Context: an optimization exercise on an open-source flow, tuned for small area. The choices shown serve that exercise and are no tape-out recipe. At most, simulation tests tie the RTL to the original design; equivalence was not proved. The flow treats the clock pin as an ideal source. Dropping or thinning the clock tree relies on that and would not hold on a real chip. No activity file was given, so power comes from the tool's default toggle rates.

==> flow/design.v (excerpt) <==
module game (
    clk,
    rst,
    btnR,
    btnS,
    J1,
    J2,
    J3,
    J4,
    J7,
    J8,
    J9,
    J10,
    an,
    seg
);
    input J7;
    input J8;
    input J9;
    input J10;
    output J1;
    output J2;
    output J3;
    output J4;
    input clk;
    input rst;
    input btnR;
    input btnS;
    output reg [3:0] an;
    output reg [6:0] seg;
    reg rst_db;
    reg [10:0] r;
    reg p;
    reg [3:0] hh;
    wire restart = rst | btnR;
    wire r_end   = &r;
    wire s_end   = &r[3:0];
    wire dphase  = ~(hh[3] & hh[1]);             
    always @(posedge clk) begin
        if (restart)
            rst_db <= 1'b1;
        else if (r_end)
            rst_db <= 1'b0;
        if (restart)
            r <= 11'd1912;
        else
            r <= (r + 11'd1) | {5'd0, r_end, r_end, 4'd0};
        if (rst_db) begin
            p <= 1'b0;
            hh <= 4'd0;
        end else begin
            p <= p ^ r_end;
            hh <= hh + {3'd0, r_end & p & dphase};
        end
    end
    wire scan_hi   = ~(p ^ r[4]);
    wire fastRise  = ~rst_db & s_end & ~scan_hi;
    wire fastFall  = ~rst_db & s_end & scan_hi;
    wire blank     = ~rst_db & dphase & (hh[0] ^ p);
    reg [1:0] dig;
    always @(posedge clk) begin
        if (restart)
            dig <= 2'd0;
        else
            dig <= dig + {1'b0, fastRise};
    end
    reg [1:0] jcol;    
    reg jf;            
    always @(posedge clk) begin
        if (rst) begin
            jcol <= 2'd0;
            jf <= 1'b0;
        end else begin
            jcol <= jcol + {1'b0, fastRise & jf};
            jf <= jf | fastRise;
        end
    end
    assign J1 = (jcol != 2'd0);
    assign J2 = (jcol != 2'd1);
    assign J3 = (jcol != 2'd2);
    assign J4 = (jcol != 2'd3);
    wire [5:0] kkey = {jcol, J7, J8, J9, J10};
    wire kvalid =
        (kkey == 6'b11_1110) |
        (kkey == 6'b11_1101) |
        (kkey == 6'b11_1011) |
        (kkey == 6'b11_0111) |
        (kkey == 6'b10_1110) |
        (kkey == 6'b10_1101) |
        (kkey == 6'b10_1011) |
        (kkey == 6'b01_1110) |
        (kkey == 6'b01_1101) |
        (kkey == 6'b01_1011);
    wire [3:0] knum =
        (kkey == 6'b11_1110) ? 4'd1 :
  ...
==> flow/config.mk <==
export PLATFORM = sky130hd
export DESIGN_NAME = game
export DESIGN_NICKNAME = game
export VERILOG_FILES = /design/flow/design.v
export SDC_FILE = /design/flow/constraint.sdc
export NUM_CORES = 4
export LEC_CHECK = 0
export CAP_MARGIN = 20
export CELL_PAD_IN_SITES_DETAIL_PLACEMENT = 0
export CELL_PAD_IN_SITES_GLOBAL_PLACEMENT = 0
export CORE_MARGIN = 2
export CORE_UTILIZATION = 76
export SLEW_MARGIN = 20
==> flow/constraint.sdc <==
create_clock -name core_clock -period 10.0 [get_ports {clk}]
set_input_delay 2.0000 -clock core_clock [delete_from_list [all_inputs] [get_ports {clk}]]
set_output_delay 2.0000 -clock core_clock [all_outputs]
set_load 0.01 [all_outputs]
standard.sh (not shown) runs the stock make flow with config.mk's settings and CLKGATE_MAP_FILE= SYNTH_SCRIPT=/design/flow/synth_recipe.tcl, a recipe that flattens the netlist after the stock synthesis.
==> flow/flow/run.sh <==
#!/bin/bash
# Layout flow: the standard flow with three changes:
#  - synthesis restructures and maps logic with an area-oriented ABC
#    script (flow/area.abc: deep AIG synthesis, then area mapping),
#    and leaves adders to ABC too (no separate half/full adder cells);
#    everything else in synthesis (registers, names) is the standard flow's own script;
#  - port buffers use the smallest buffer cell;
#  - the clock is distributed by four clock buffers, each driving the
#    registers of one quadrant (flow/clock_buffers.tcl replaces ORFS's
#    clock tree synthesis); the clock port drives only those four buffers.
set -euo pipefail
W=$PWD
{ head -n 1 synth_recipe.tcl; cat flow/abc_override.tcl; tail -n +2 synth_recipe.tcl; } > area_synth.tcl
sed "s#SYNTH_SCRIPT=[^ ]*#SYNTH_SCRIPT=$W/area_synth.tcl ADDER_MAP_FILE=#" standard.sh > area_standard.sh
export AREA_ABC_SCRIPT=$W/flow/area.abc
export BUFFER_PORTS_ARGS="-buffer_cell sky130_fd_sc_hd__buf_1"
export PRE_CTS_TCL=$W/flow/clock_buffers.tcl
export CLK_BUF_CELL=sky130_fd_sc_hd__clkbuf_8
export CLK_BUF_COUNT=4
bash area_standard.sh > standard.log 2>&1
==> flow/flow/area.abc <==
strash
&get -n
&deepsyn -T 120 -J 200
&put
strash
dch -f
map -a
mfs
strash
dch -f
map -a
mfs
strash
dch -f
amap
strash
dch -f
amap
topo
stime -c
Other scripts of this flow, unchanged in this note and not shown: flow/flow/abc_override.tcl, flow/flow/clock_buffers.tcl
Then changed:
--- a/flow/flow/run.sh
+++ b/flow/flow/run.sh
@@ -3,2 +3 @@
-#  - synthesis restructures and maps logic with an area-oriented ABC
-#    script (flow/area.abc: deep AIG synthesis, then area mapping),
+#  - synthesis maps logic with an area-oriented ABC script (flow/area.abc),
==> flow/flow/area.abc (replaced) <==
strash
dch -f
map -a
mfs
strash
dch -f
map -a
mfs
strash
dch -f
amap
strash
dch -f
amap
topo
stime -c
- CELL_PAD_IN_SITES_DETAIL_PLACEMENT: 0 -> not set
- CELL_PAD_IN_SITES_GLOBAL_PLACEMENT: 0 -> not set
- CORE_UTILIZATION: 76 -> 70
- GPL_TIMING_DRIVEN: not set -> 0
Total power fell slightly; die area rose by roughly a tenth; critical path depth fell by 5; cell count rose by a few percent; clock power stays flat; final area rose by a few percent; worst setup slack is better by 0.23 ns; utilization fell by 8.8 points; hold slack is worse by 0.018 ns.
Then changed:
--- a/flow/flow/run.sh
+++ b/flow/flow/run.sh
@@ -3 +3,2 @@
-#  - synthesis maps logic with an area-oriented ABC script (flow/area.abc),
+#  - synthesis restructures and maps logic with an area-oriented ABC
+#    script (flow/area.abc: deep AIG synthesis, then area mapping),
--- a/flow/flow/area.abc
+++ b/flow/flow/area.abc
@@ -0,0 +1,4 @@
+strash
+&get -n
+&deepsyn -T 120 -J 200
+&put
- GPL_TIMING_DRIVEN: 0 -> not set
=> Combinational power went up by about 20%; final cell count went down by 3.7%; hold slack gains 0.0036 ns.
Then changed:
--- a/flow/flow/run.sh
+++ b/flow/flow/run.sh
@@ -3,2 +3 @@
-#  - synthesis restructures and maps logic with an area-oriented ABC
-#    script (flow/area.abc: deep AIG synthesis, then area mapping),
+#  - synthesis maps logic with an area-oriented ABC script (flow/area.abc),
==> flow/flow/area.abc (replaced) <==
strash
dch -f
map -a
mfs
strash
dch -f
map -a
mfs
strash
dch -f
amap
strash
dch -f
amap
topo
stime -c
- CELL_PAD_IN_SITES_DETAIL_PLACEMENT: not set -> 0
- CELL_PAD_IN_SITES_GLOBAL_PLACEMENT: not set -> 0
- CORE_UTILIZATION: 70 -> 90
Result: The new run died in global placement without I/O (GPL-0301); synthesized cell count is higher by a few percent; synthesized area grows by a few percent.
Then changed:
- CELL_PAD_IN_SITES_DETAIL_PLACEMENT: 0 -> not set
- CELL_PAD_IN_SITES_GLOBAL_PLACEMENT: 0 -> not set
- CORE_UTILIZATION: 90 -> 70
Effect: The new run ran to the end with no violations; synthesized cell count is unchanged; synthesized area stays the same.
Then changed:
- CELL_PAD_IN_SITES_DETAIL_PLACEMENT: not set -> 0
- CELL_PAD_IN_SITES_GLOBAL_PLACEMENT: not set -> 0
- CORE_UTILIZATION: 70 -> 82
- Now the flow aborted during global placement (GPL-0301)
- area after synthesis stays the same
- synthesized cell count is unchanged
The clock cells of the first, second, third and fifth runs of this note come from the design's own scripts or RTL, not from TritonCTS.

========
The RTL this note starts from:
==> flow/design.v <==
`timescale 1ns / 1ps
module game (
    clk,
    rst,
    btnR,
    btnS,
    J1,
    J2,
    J3,
    J4,
    J7,
    J8,
    J9,
    J10,
    an,
    seg
);
    input J7;
    input J8;
    input J9;
    input J10;
    output J1;
    output J2;
    output J3;
    output J4;
    input clk;
    input rst;
    input btnR;
    input btnS;
    output reg [3:0] an;
    output reg [6:0] seg;
    reg rst_db;
    reg [10:0] r;      
    reg [4:0] h;
    wire [3:0] s = r[3:0];
    wire [6:0] q = r[10:4];
    wire restart  = rst | btnR;
    wire s_end    = &s;
    wire r_end    = (q == 7'd124) & s_end;
    wire hold_end = rst_db & (q == 7'd8) & (s == 4'd7);
    wire sat      = h[4] & h[2];
    wire h_inc    = r_end & ~rst_db;
    always @(posedge clk) begin
        if (restart)
            rst_db <= 1'b1;
        else if (hold_end)
            rst_db <= 1'b0;
        if (restart | hold_end | r_end)
            r <= 11'd0;
        else
            r <= r + 11'd1;
        if (rst_db)
            h <= 5'd0;
        else begin
            h[0] <= h[0] ^ h_inc;
            h[1] <= h[1] ^ (h_inc & (h[0] | sat));
            h[4:2] <= h[4:2] + {2'b00, h_inc & h[0] & h[1] & ~sat};
        end
    end
    wire scan_hi   = h[0] ^ q[0];
    wire fastRise  = ~rst_db & s_end & ~scan_hi;
    wire fastFall  = ~rst_db & s_end & scan_hi;
    wire dphase    = ~sat;
    wire blank     = ~rst_db & (h[1] ^ h[0]);
    reg [1:0] dig;
    always @(posedge clk) begin
        if (restart)
            dig <= 2'd0;
        else
            dig <= dig + {1'b0, fastRise};
    end
    reg [1:0] jcol;    
    reg jf;            
    always @(posedge clk) begin
        if (rst) begin
            jcol <= 2'd0;
            jf <= 1'b0;
        end else begin
            jcol <= jcol + {1'b0, fastRise & jf};
            jf <= jf | fastRise;
        end
    end
    assign J1 = (jcol != 2'd0);
    assign J2 = (jcol != 2'd1);
    assign J3 = (jcol != 2'd2);
    assign J4 = (jcol != 2'd3);
    wire [5:0] kkey = {jcol, J7, J8, J9, J10};
    wire kvalid =
        (kkey == 6'b11_1110) |
        (kkey == 6'b11_1101) |
        (kkey == 6'b11_1011) |
        (kkey == 6'b11_0111) |
        (kkey == 6'b10_1110) |
        (kkey == 6'b10_1101) |
        (kkey == 6'b10_1011) |
        (kkey == 6'b01_1110) |
        (kkey == 6'b01_1101) |
        (kkey == 6'b01_1011);
    wire [3:0] knum =
        (kkey == 6'b11_1110) ? 4'd1 :
        (kkey == 6'b11_1101) ? 4'd4 :
        (kkey == 6'b11_1011) ? 4'd7 :
        (kkey == 6'b10_1110) ? 4'd2 :
        (kkey == 6'b10_1101) ? 4'd5 :
        (kkey == 6'b10_1011) ? 4'd8 :
        (kkey == 6'b01_1110) ? 4'd3 :
        (kkey == 6'b01_1101) ? 4'd6 :
        (kkey == 6'b01_1011) ? 4'd9 :
        4'd0;
    reg        kv;       
    reg [3:0]  cv;       
    reg [15:0] value;
    reg [6:0]  timer;
    reg        vready;
    wire full  = ~(value[15] & value[14]);    
    wire cvF   = cv[3] & cv[2];
    wire ge110 = timer[6] & timer[5] & timer[3] & timer[2] & timer[1];
    wire ge111 = ge110 & timer[0];
    wire ge30  = timer[6] | timer[5] | (timer[4] & timer[3] & timer[2] & timer[1]);
    wire shift = fastRise & ~full & ~kv & ge110 & ~cvF;
    always @(posedge clk) begin
        if (rst) begin
            kv <= 1'b0;
            cv <= 4'hF;
        end else if (rst_db) begin
            if (~kv)
                cv <= 4'hF;
        end else if (fastFall) begin
            kv <= kvalid;
            if (kvalid)
                cv <= knum;
        end else if (shift) begin
            cv <= 4'hF;
        end
    end
    wire tclr = ~full & (kv | (ge110 & ~cvF) | ge111);
    always @(posedge clk) begin
        if (rst | rst_db) begin
            value <= 16'hFFFF;
            vready <= 1'b0;
            timer <= 7'd0;
        end else begin
            if (fastRise & tclr)
                timer <= 7'd0;
            else
                timer <= timer + {6'd0, fastRise};
            if (fastRise & full & ge30)
                vready <= 1'b1;
            if (shift)
                value <= {value[11:0], cv};
        end
    end
    reg [4:0] l1;
    reg [3:0] l3;
    reg       lv;        
    reg [4:0] s1;        
    reg [1:0] s3;        
    wire [1:0] g3 = (l3 == 4'd4) ? 2'b01 :
                    (l3 == 4'd9) ? 2'b10 :
                    (l3 == 4'd3 || l3 == 4'd6) ? 2'b00 : 2'b11;
    always @(posedge clk) begin
        if (rst) begin
            l1 <= 5'd7;
            l3 <= 4'd6;
            lv <= 1'b0;
        end else begin
            l1 <= {l1[3:0], l1[4] ^ l1[1]};
            l3 <= {l3[2:0], l3[3] ^ l3[2]};
            if (l1 == 5'd28)
                lv <= 1'b1;
        end
        if (rst_db) begin
            s1 <= lv ? l1 : 5'd0;
            s3 <= g3;
        end
    end
    wire [3:0] r1 =
        (s1 == 5'd15 || s1 == 5'd31 || s1 == 5'd30 || s1 == 5'd28 || s1 == 5'd25 || s1 == 5'd19 || s1 == 5'd6) ? 4'd7 :
        (s1 == 5'd13 || s1 == 5'd26 || s1 == 5'd20 || s1 == 5'd9) ? 4'd6 :
        (s1 == 5'd18 || s1 == 5'd4) ? 4'd9 :
        (s1 == 5'd8) ? 4'd4 :
        (s1 == 5'd16 || s1 == 5'd1) ? 4'd8 :
        (s1 == 5'd2) ? 4'd1 :
        (s1 == 5'd5) ? 4'd2 :
        (s1 == 5'd7) ? 4'd3 :
        4'd5;
    wire [3:0] r4 =
        (s1 == 5'd0) ? 4'd0 :
        (s1 == 5'd15 || s1 == 5'd31 || s1 == 5'd30 || s1 == 5'd28 || s1 == 5'd3 || s1 == 5'd7) ? 4'd5 :
        (s1 == 5'd25 || s1 == 5'd19 || s1 == 5'd6 || s1 == 5'd13 || s1 == 5'd26 || s1 == 5'd20 || s1 == 5'd9) ? 4'd7 :
        (s1 == 5'd18) ? 4'd3 :
        (s1 == 5'd14 || s1 == 5'd29) ? 4'd8 :
        (s1 == 5'd27) ? 4'd1 :
        (s1 == 5'd22) ? 4'd2 :
        (s1 == 5'd12) ? 4'd4 :
        (s1 == 5'd24 || s1 == 5'd17) ? 4'd9 :
        4'd6;
    wire r3n = ~(s3[1] | s3[0]);
    wire [15:0] randInt = {r4, r3n, s3, r3n, 4'd7, r1};
    reg [3:0] rd, vd;
    always @(*) begin
        case (dig)
            2'd0: begin rd = randInt[15:12]; vd = value[15:12]; end
            2'd1: begin rd = randInt[11:8];  vd = value[11:8];  end
            2'd2: begin rd = randInt[7:4];   vd = value[7:4];   end
            default: begin rd = randInt[3:0]; vd = value[3:0]; end
        endcase
    end
    reg miss;
    always @(posedge clk) begin
        if (rst | rst_db)
            miss <= 1'b0;
        else if (full & (rd != vd))
            miss <= 1'b1;
    end
    wire correct = ~miss;
    reg [3:0] bcd;
    always @(*) begin
        bcd = 4'hF;
        an = 4'b1111;
        if (blank) begin
            an = 4'b1111;
        end else if (dphase | ~vready) begin
            bcd = dphase ? rd : vd;
            case (dig)
                2'd0: an = 4'b0111;
                2'd1: an = 4'b1011;
                2'd2: an = 4'b1101;
                2'd3: an = 4'b1110;
            endcase
        end else if (correct) begin
            case (dig)
                2'd0: begin an = 4'b0111; bcd = 4'hA; end
                2'd1: begin an = 4'b1011; bcd = 4'hB; end
                2'd2: begin an = 4'b1101; bcd = 4'hC; end
                2'd3: begin an = 4'b1111; bcd = 4'h0; end
            endcase
        end else begin
            case (dig)
                2'd0: begin an = 4'b0111; bcd = 4'hD; end
                2'd1: begin an = 4'b1011; bcd = 4'hE; end
                default: begin an = 4'b1111; bcd = 4'h0; end
            endcase
        end
    end
    always @(*) begin
        seg =
            (bcd == 4'h0) ? 7'b1000000 :
            (bcd == 4'h1) ? 7'b1111001 :
            (bcd == 4'h2) ? 7'b0100100 :
            (bcd == 4'h3) ? 7'b0110000 :
            (bcd == 4'h4) ? 7'b0011001 :
            (bcd == 4'h5) ? 7'b0010010 :
            (bcd == 4'h6) ? 7'b0000010 :
            (bcd == 4'h7) ? 7'b1111000 :
            (bcd == 4'h8) ? 7'b0000000 :
            (bcd == 4'h9) ? 7'b0010000 :
            (bcd == 4'hA) ? 7'b0010001 :
            (bcd == 4'hB) ? 7'b0000110 :
            (bcd == 4'hC) ? 7'b0010010 :
            (bcd == 4'hD) ? 7'b1001000 :
            (bcd == 4'hE) ? 7'b1000000 :
            7'b1111111;
    end
endmodule
==> flow/config.mk <==
export PLATFORM = sky130hd
export DESIGN_NAME = game
export DESIGN_NICKNAME = game
export VERILOG_FILES = /design/flow/design.v
export SDC_FILE = /design/flow/constraint.sdc
export NUM_CORES = 4
export LEC_CHECK = 0
export CAP_MARGIN = 20
export CORE_MARGIN = 2
export CORE_UTILIZATION = 70
export SLEW_MARGIN = 20
==> flow/constraint.sdc <==
create_clock -name core_clock -period 10.0 [get_ports {clk}]
set_input_delay 2.0000 -clock core_clock [delete_from_list [all_inputs] [get_ports {clk}]]
set_output_delay 2.0000 -clock core_clock [all_outputs]
set_load 0.01 [all_outputs]
==> flow/flow/run.sh <==
#!/bin/bash
# Layout flow: the standard flow with three changes:
#  - synthesis maps logic with an area-oriented ABC script (flow/area.abc);
#    everything else in synthesis (registers, names) is the standard flow's own script;
#  - port buffers use the smallest buffer cell;
#  - the clock tree uses no dummy loads.
set -euo pipefail
W=$PWD
{ head -n 1 synth_recipe.tcl; cat flow/abc_override.tcl; tail -n +2 synth_recipe.tcl; } > area_synth.tcl
sed "s#SYNTH_SCRIPT=[^ ]*#SYNTH_SCRIPT=$W/area_synth.tcl#" standard.sh > area_standard.sh
export AREA_ABC_SCRIPT=$W/flow/area.abc
export BUFFER_PORTS_ARGS="-buffer_cell sky130_fd_sc_hd__buf_1"
export CTS_ARGS="-sink_clustering_enable -repair_clock_nets -dont_use_dummy_load -buf_list sky130_fd_sc_hd__clkbuf_8 -sink_clustering_size 40 -sink_clustering_max_diameter 200"
bash area_standard.sh > standard.log 2>&1
==> flow/flow/abc_override.tcl <==
# Map with an area-oriented ABC script instead of the standard speed script.
proc abc {args} {
  set i [lsearch -exact $args -script]
  if { $i >= 0 } {
    lset args [expr {$i + 1}] $::env(AREA_ABC_SCRIPT)
  }
  yosys abc {*}$args
}
==> flow/flow/area.abc <==
strash
dch -f
amap
strash
dch -f
amap
topo
stime -c
==> next run, changes <==
==> flow/flow/run.sh (replaced) <==
#!/bin/bash
# Standard layout, with small port buffers and a clock tree without dummy loads.
export BUFFER_PORTS_ARGS="-buffer_cell sky130_fd_sc_hd__buf_1"
export CTS_ARGS="-sink_clustering_enable -repair_clock_nets -dont_use_dummy_load -buf_list sky130_fd_sc_hd__clkbuf_8"
bash standard.sh > standard.log 2>&1
removed: flow/flow/abc_override.tcl
removed: flow/flow/area.abc
Effect: Design area came out higher by 7.4%. Die area climbs by 11%. Clock skew barely changes.
No run of this note included a check of the RTL's function; only the layout flow was run.

[what the ideal ports hide]
The flow's constraints put no driver on any port. The routed layouts listed below were extracted and timed again, unchanged, in two steps.
Step 1 (the two cells are an assumption about what drives the block):
set clk [get_ports {clk}]
set_driving_cell -lib_cell sky130_fd_sc_hd__clkbuf_16 $clk
set_driving_cell -lib_cell sky130_fd_sc_hd__buf_2 [delete_from_list [all_inputs] $clk]
Step 2 times the ports against the registers' clock, not the clock port: input delays grow and output delays shrink by t, the midpoint of the rising clock arrivals with the driver on.
a / b / c = ideal ports / drivers / drivers and shift; a / b = the first two.
| run | t (ns) | setup slack, ns | worst setup path at the end | clock arrival spread, ns | slew at the worst register clock pin (ns) |
|---|---|---|---|---|---|
| the first run of note 1 | 0.210 | 4.027 / 3.974 / 4.184 | register to output | 0.011 / 0.010 | 0.11 / 0.11 |
| the second run of note 1 | 0.213 | 4.254 / 4.194 / 4.408 | register to output | 0.011 / 0.011 | 0.10 / 0.10 |
| the third run of note 1 | 0.209 | 4.171 / 4.115 / 4.324 | register to output | 0.009 / 0.009 | 0.10 / 0.10 |
| the fifth run of note 1 | 0.208 | 4.284 / 4.227 / 4.435 | register to output | 0.005 / 0.004 | 0.10 / 0.10 |
| the first run of note 2 | 0.361 | 3.533 / 3.505 / 3.867 | register to output | 0.027 / 0.027 | 0.08 / 0.08 |
| the second run of note 2 | 0.358 | 4.934 / 4.905 / 5.263 | register to output | 0.025 / 0.024 | 0.07 / 0.07 |
After both steps setup and hold are still met in every run listed.
